Context: an optimization exercise on an open-source flow, tuned for small area, a short achievable clock period and few clock cycles per item. The choices shown serve that exercise and are no tape-out recipe. Function was checked by simulation only, so behaviour that the tests miss may differ from the original.

## huffman
module huffman(clk, reset, gray_valid, gray_data, CNT_valid, CNT1, CNT2, CNT3, CNT4, CNT5, CNT6,
    code_valid, HC1, HC2, HC3, HC4, HC5, HC6, M1, M2, M3, M4, M5, M6 );
input clk;
input reset;
input gray_valid;
input [7:0] gray_data;
output reg CNT_valid;
output [7:0] CNT1, CNT2, CNT3, CNT4, CNT5, CNT6;
output reg code_valid;
output [7:0] HC1, HC2, HC3, HC4, HC5, HC6;
output [7:0] M1, M2, M3, M4, M5, M6;
	reg [6:0] w [0:5];    
	reg [2:0] ptr [0:5];  
	reg [4:0] hc [0:5];
	reg [4:0] mk [0:5];   
	reg started;          
	reg act;              
	reg ph;               
	reg [4:1] fm;         
	assign CNT1 = {1'b0, w[5]};
	assign CNT2 = {1'b0, w[0]};
	assign CNT3 = {1'b0, w[1]};
	assign CNT4 = {1'b0, w[2]};
	assign CNT5 = {1'b0, w[3]};
	assign CNT6 = {1'b0, w[4]};
	assign HC1 = {3'b0, hc[0]};
	assign HC2 = {3'b0, hc[1]};
	assign HC3 = {3'b0, hc[2]};
	assign HC4 = {3'b0, hc[3]};
	assign HC5 = {3'b0, hc[4]};
	assign HC6 = {3'b0, hc[5]};
	assign M1 = {3'b0, mk[0][4:1], 1'b1};
	assign M2 = {3'b0, mk[1][4:1], 1'b1};
	assign M3 = {3'b0, mk[2][4:1], 1'b1};
	assign M4 = {3'b0, mk[3][4:1], 1'b1};
	assign M5 = {3'b0, mk[4][4:1], 1'b1};
  ...
clock: 5.0 ns
lec_check: 0
cap_margin: 20
core_margin: 2
core_utilization: 40
slew_margin: 20
run.sh (not shown) runs the stock make flow with config.mk's settings and CLKGATE_MAP_FILE= SYNTH_SCRIPT=/design/flow/synth_recipe.tcl, a recipe that flattens the netlist after the stock synthesis.
The starting point ran to the end with no violations.
Testbench counts at the start, summed over its fixed seeds: cycles 11,136, items 96.
Then changed:
==> flow/flow/run.sh (new file) <==
#!/bin/bash
# The standard layout, with plain buffers on the ports instead of the
# resizer's default pick (a slow delay cell).
set -euo pipefail
export BUFFER_PORTS_ARGS="-buffer_cell sky130_fd_sc_hd__buf_2"
bash standard.sh > standard.log 2>&1
==> flow/standard.sh (new file) <==
#!/bin/bash
# synth_recipe.tcl (not shown) runs the flow's synth.tcl, then flattens the netlist and writes it again
# the make line also repeats each setting of config.mk as NAME=value (left out here)
make -C /OpenROAD-flow-scripts/flow DESIGN_CONFIG=/design/flow/config.mk WORK_HOME=/design/flow/orfs CLKGATE_MAP_FILE= SYNTH_SCRIPT=/design/flow/synth_recipe.tcl "${@:-finish}"
--- a/flow/config.mk
+++ b/flow/config.mk
@@ -10,2 +10,3 @@
 export CORE_UTILIZATION = 40
+export SETUP_SLACK_MARGIN = 2.6
 export SLEW_MARGIN = 20
removed: flow/run.sh
Result: The changed run went through all stages and came out clean; hold slack barely changes; routed wire length increases by 18%; cell area increases by about 16%; maximum frequency increases by about 30%.

---

Another version of the RTL of huffman (not shown whole).
Size in the first run: ~810 cells after synthesis, ~130 flip-flops, roughly 160 I/O pins, about 8000 um^2 of cells after synthesis.
==> flow/config.mk <==
export PLATFORM = sky130hd
export DESIGN_NAME = huffman
export DESIGN_NICKNAME = huffman
export VERILOG_FILES = /design/flow/design.v
export SDC_FILE = /design/flow/constraint.sdc
export NUM_CORES = 4
export LEC_CHECK = 0
export CAP_MARGIN = 20
export CORE_MARGIN = 2
export CORE_UTILIZATION = 40
export SETUP_SLACK_MARGIN = 2.5
export SLEW_MARGIN = 20
==> flow/constraint.sdc <==
create_clock -name core_clock -period 5.0 [get_ports {clk}]
set_input_delay 1.0000 -clock core_clock [delete_from_list [all_inputs] [get_ports {clk}]]
set_output_delay 1.0000 -clock core_clock [all_outputs]
set_load 0.01 [all_outputs]
standard.sh (not shown) runs the stock make flow with config.mk's settings and CLKGATE_MAP_FILE= SYNTH_SCRIPT=/design/flow/synth_recipe.tcl, a recipe that flattens the netlist after the stock synthesis.
==> flow/flow/run.sh <==
#!/bin/bash
# The standard layout, with plain buffers on the ports instead of the
# resizer's default pick (a slow delay cell), and a clock tree without the
# dummy balancing loads.
set -euo pipefail
export BUFFER_PORTS_ARGS="-buffer_cell sky130_fd_sc_hd__buf_2"
export CTS_ARGS="-sink_clustering_enable -repair_clock_nets -dont_use_dummy_load -buf_list {sky130_fd_sc_hd__clkbuf_4 sky130_fd_sc_hd__clkbuf_8}"
bash standard.sh > standard.log 2>&1
Testbench counts at the start, summed over its fixed seeds: cycles 11,136, items 96.
==> next run, changes <==
==> flow/flow/run.sh (replaced) <==
#!/bin/bash
# The standard layout, with plain buffers on the ports instead of the
# resizer's default pick (a slow delay cell), a clock tree without the
# dummy balancing loads, and synthesis's single tie cells kept.
set -euo pipefail
export BUFFER_PORTS_ARGS="-buffer_cell sky130_fd_sc_hd__buf_1"
export CTS_ARGS="-sink_clustering_enable -repair_clock_nets -dont_use_dummy_load -sink_buffer_max_cap_derate 1.0 -sink_clustering_size 40 -sink_clustering_max_diameter 150 -buf_list {sky130_fd_sc_hd__clkbuf_4 sky130_fd_sc_hd__clkbuf_8}"
export SKIP_REPAIR_TIE_FANOUT=1
bash standard.sh > standard.log 2>&1
Via count decreases slightly.
Sequential share of layout area increases by 1.2 points.
Core utilization decreases by 1.5 points.
First-iteration DRC count decreases by a little under a tenth.
Cell count decreases by a few percent.
Cell area decreases by a few percent.
==> next run, changes <==
==> flow/flow/run.sh (replaced) <==
#!/bin/bash
# The standard layout, with plain buffers on the ports instead of the
# resizer's default pick (a slow delay cell), a clock tree without the
# dummy balancing loads, and synthesis's single tie cells kept.
set -euo pipefail
export BUFFER_PORTS_ARGS="-buffer_cell sky130_fd_sc_hd__buf_1"
export CTS_ARGS="-sink_clustering_enable -repair_clock_nets -dont_use_dummy_load -buf_list {sky130_fd_sc_hd__clkbuf_4 sky130_fd_sc_hd__clkbuf_8}"
export SKIP_REPAIR_TIE_FANOUT=1
bash standard.sh > standard.log 2>&1
PLACE_DENSITY = 0.75   (was default)
SETUP_SLACK_MARGIN = 2.6   (was 2.5)
Result:
- fmax increases by about 4%
- global-route usage is lower by 0.43 points
- routed wire length shrinks by about 1.4%
- non-clock buffer count stays the same

[port drivers added, routing unchanged]
In the flow no input, the clock included, has a driving cell. The finished layouts below were timed again as built, in two steps.
Step 1: set_driving_cell puts a clkbuf_16 on clk and a buf_2 on each other input, an assumption about the parent block.
Step 2 times the ports against the registers' clock, not the clock port: input delays grow and output delays shrink by t, the midpoint of the rising clock arrivals with the driver on.
Slacks: no drivers / after step 1 / after step 2; pairs: no drivers / after step 1.
| run | t (ns) | setup WS [ns] | worst register clock-pin slew, ns | worst data-port slew with drivers (ns) | cell pins on the clock port's net |
|---|---|---|---|---|---|
| the first run of note 1 | 0.462 | 1.609 / 1.609 / 1.334 | 0.06 / 0.06 | 0.03 | 1 |
| the second run of note 1 | 0.470 | 2.369 / 2.369 / 2.178 | 0.06 / 0.06 | 0.03 | 1 |
| the first run of note 2 | 0.474 | 2.643 / 2.605 / 2.536 | 0.08 / 0.08 | 0.03 | 1 |
| the second run of note 2 | 0.622 | 2.570 / 2.529 / 2.108 | 0.08 / 0.08 | 0.03 | 1 |
| the third run of note 2 | 0.460 | 2.665 / 2.665 / 2.319 | 0.08 / 0.08 | 0.03 | 1 |
After both steps setup and hold are still met in every run listed. For the second run of note 2, which loses most, drivers alone change the setup slack by -0.041 ns; drivers and shift together by -0.462 ns.
